This is an optimization exercise on Yosys and OpenROAD, whose aim is small area, not a production implementation. Only simulation tests tie the RTL to the original design; equivalence was not proved. Power and IR drop assume default switching activity.

## cpu
module cpu
	(output reg [7:0] address,
	 output wire [7:0] to_memory,
	 output wire write,
	 input wire [7:0] from_memory,
	 input wire clk, reset);
	reg [7:0] A, B, PC;
	reg [3:0] CCR;       
	reg [3:0] ph;
	reg [2:0] cls;       
	reg       rsel;      
	localparam R  = 4'd10,    
	           F0 = 4'd0,    
	           F1 = 4'd8,    
	           F2 = 4'd1,    
	           DA = 4'd6,    
	           XA = 4'd9,    
	           DN = 4'd5,    
	           H  = 4'd14,    
	           S4 = 4'd4,    
	           S5 = 4'd12,    
	           S6 = 4'd3,   
	           S7 = 4'd2,   
	           S8 = 4'd11;   
	wire [7:0] m = from_memory;
	wire [3:0] n = m[3:0];
	wire pR = (ph == R), pF0 = (ph == F0), pF1 = (ph == F1), pF2 = (ph == F2);
	wire pS4 = (ph == S4), pS5 = (ph == S5), pS6 = (ph == S6), pS7 = (ph == S7);
	wire pS8 = (ph == S8);
	wire is_alu = (m[7:4] == 4'h4) && (n >= 4'h2) && (n <= 4'hD);
	wire is_br  = (m[7:4] == 4'h2) && (n <= 4'h8);
	wire is_ld  = (m[7:4] == 4'h8) && (n >= 4'h6) && (n <= 4'h9);
	wire is_st  = (m[7:1] == 7'b1001011);
	reg  taken;
	always @(*) begin
		case (n)
			4'h0: taken = 1'b1;
			4'h1: taken = CCR[3];
			4'h2: taken = ~CCR[3];
			4'h3: taken = CCR[2];
			4'h4: taken = ~CCR[2];
			4'h5: taken = CCR[1];
			4'h6: taken = ~CCR[1];
			4'h7: taken = CCR[0];
			default: taken = ~CCR[0];
		endcase
	end
	wire c_imm = cls[2] & ~cls[1] & ~cls[0];
	wire c_dir = cls[2] & ~cls[1] & cls[0];
	wire c_st  = cls[2] & cls[1];
	wire c_brt = ~cls[2] & cls[1];
	wire c_brn = ~cls[2] & ~cls[1];
	reg f_yB, f_inv, f_k, f_chain, f_cs, f_dstb;
	always @(*) begin
		f_yB = 1'b1; f_inv = 1'b0; f_k = 1'b0; f_chain = 1'b1; f_cs = 1'b0; f_dstb = 1'b0;
		case (n)
  ...
For scale: about 240 cells after synthesis, about 27 I/O pins.
Settings: LEC_CHECK=0, ABC_AREA=1, CAP_MARGIN=0, CORE_MARGIN=2, CORE_UTILIZATION=40, GPL_TIMING_DRIVEN=0, SLEW_MARGIN=0; clock period 8.0 ns.
standard.sh (not shown) runs the stock make flow with config.mk's settings and CLKGATE_MAP_FILE= SYNTH_SCRIPT=/design/flow/synth_recipe.tcl, a recipe that flattens the netlist after the stock synthesis.
==> flow/flow/run.sh <==
#!/bin/bash
# Own layout flow:
#  1. the standard synthesis (standard.sh), unchanged;
#  2. its combinational cells re-mapped by ABC with an area script
#     (deepsyn and amap, a few seeds; the smallest result is kept); the registers
#     stay as the standard synthesis made them (same cells, same names);
#  3. the standard layout of that netlist, with the smallest buffer on
#     the ports and a clock tree of small buffers without dummy loads.
# Each tool's output goes to a log of its own in the work folder.
set -euo pipefail
W=$(pwd)
R=$W/orfs/results/$FLOW_PLATFORM/cpu/base
PDIR=$FLOW_HOME/platforms/$FLOW_PLATFORM
export RS_LIB=$PDIR/lib/sky130_fd_sc_hd__tt_025C_1v80.lib
export RS_DONT_USE=$(sed -n '/^export DONT_USE_CELLS/,/^$/p' $PDIR/config.mk | grep -o 'sky130_fd_sc_hd__[a-z0-9_]*' | tr '\n' ' ')
export RS_IN=$W/synth_standard.v
SEEDS="0"
POSTS="a"
source flow/settings.sh

bash standard.sh "$R/1_2_yosys.v" > log_synth_standard.log 2>&1
cp "$R/1_2_yosys.v" "$RS_IN"

run_job() {
  local s=$1 p=$2 seedarg="" post="amap"
  [[ $s == 0 ]] || seedarg="-S $s"
  [[ $p == b ]] && post="dch -f; amap"
  sed -e "s/@SEEDARG@/$seedarg/" -e "s/@POST@/$post/" flow/resynth.abc | tr ';' '\n' > $W/resynth_$s$p.abc
  RS_ABC=$W/resynth_$s$p.abc RS_OUT=$W/synth_resynth_$s$p.v yosys -c flow/resynth.tcl > log_resynth_$s$p.log 2>&1 || true
}
JOBS=""
for s in $SEEDS; do for p in $POSTS; do JOBS="$JOBS $s$p"; done; done
n=0
for j in $JOBS; do
  run_job ${j%?} ${j: -1} &
  n=$((n + 1))
  if (( n % ${NUM_CORES:-4} == 0 )); then wait; fi
done
wait
best=""; best_area=""
for j in $JOBS; do
  a=$(grep "Chip area for module" log_resynth_$j.log | tail -1 | awk '{print $NF}') || true
  [[ -n "$a" && -s synth_resynth_$j.v ]] || continue
  if [[ -z "$best" ]] || awk -v a=$a -v b=$best_area 'BEGIN{exit !(a<b)}'; then best=$j; best_area=$a; fi
done
echo "resynthesis: job $best, area $best_area" > log_resynth_choice.log
# one clock buffer drives every register's clock pin
python3 flow/clkbuf.py "synth_resynth_$best.v" "$R/1_2_yosys.v" > log_clkbuf.log 2>&1

bash standard.sh BUFFER_PORTS_ARGS="-buffer_cell sky130_fd_sc_hd__buf_1" \
  CTS_ARGS="$CTS_ARGS" finish > log_layout.log 2>&1
==> flow/flow/clkbuf.py <==
# Put one clock buffer between the clock port and the registers' clock pins.
import re, sys
src, dst = sys.argv[1], sys.argv[2]
v = open(src).read()
n = len(re.findall(r'\.CLK\(clk\)', v))
v = re.sub(r'\.CLK\(clk\)', '.CLK(clk_root)', v)
m = re.search(r'\n(\s*)wire ', v)
v = v[:m.start()] + '\n  wire clk_root;' + v[m.start():]
i = v.rindex('endmodule')
v = v[:i] + '  sky130_fd_sc_hd__clkbuf_16 clk_root_buf (\n    .A(clk),\n    .X(clk_root)\n  );\n' + v[i:]
open(dst, 'w').write(v)
print(f"clock pins moved to the buffer: {n}")
Other scripts of this flow, unchanged in this note and not shown: flow/flow/resynth.abc, flow/flow/resynth.tcl, flow/flow/settings.sh
Rerun with:
--- a/flow/flow/run.sh
+++ b/flow/flow/run.sh
@@ -17,2 +17,2 @@
-SEEDS="0"
-POSTS="a"
+SEEDS="0 1 2 3 4 5 6 7"
+POSTS="a b"
@@ -47,2 +47 @@
-# one clock buffer drives every register's clock pin
-python3 flow/clkbuf.py "synth_resynth_$best.v" "$R/1_2_yosys.v" > log_clkbuf.log 2>&1
+cp "synth_resynth_$best.v" "$R/1_2_yosys.v"
- CAP_MARGIN: 0 -> 20
- GPL_TIMING_DRIVEN: 0 -> not set
- SLEW_MARGIN: 0 -> 20
removed: flow/flow/clkbuf.py
After rerunning:
- design area is lower by about 1%
- sequential share of layout area increases by 0.49 points
- wire length went down by about 3.3%
- synthesized area decreases by about 1%
- setup slack gets better by 0.32 ns
- critical path depth is lower by 1
- cell count stays flat
- global-route usage hardly moves
- total power falls by about 1.9%

port drivers added, routing unchanged:
No port has a modelled driver above. Below, the same layouts with a new extraction and two added sets of constraints. Step 1 assumes that a clkbuf_16 drives the clock port and a buf_2 every other input. Step 2 moves the port delays by t, midway between the first and last clock arrival at a register: inputs arrive t later, outputs are due t later. That takes back most of the time a late clock gives input paths. Slacks: ideal / step 1 / step 2; pairs: ideal / step 1.
run	shift t [ns]	setup slack, ns	worst setup path at the end	clock arrival spread, ns	slew at the worst register clock pin (ns)
the first run	0.426	1.115 / 1.115 / 0.999	input to register	0.020 / 0.020	0.08 / 0.08
the second run	0.314	1.439 / 1.441 / 1.127	input to register	0.022 / 0.022	0.08 / 0.08
After both steps every run listed still meets setup and hold. For the second run, which loses most, drivers alone change the setup slack by +0.002 ns; drivers and shift together by -0.312 ns.
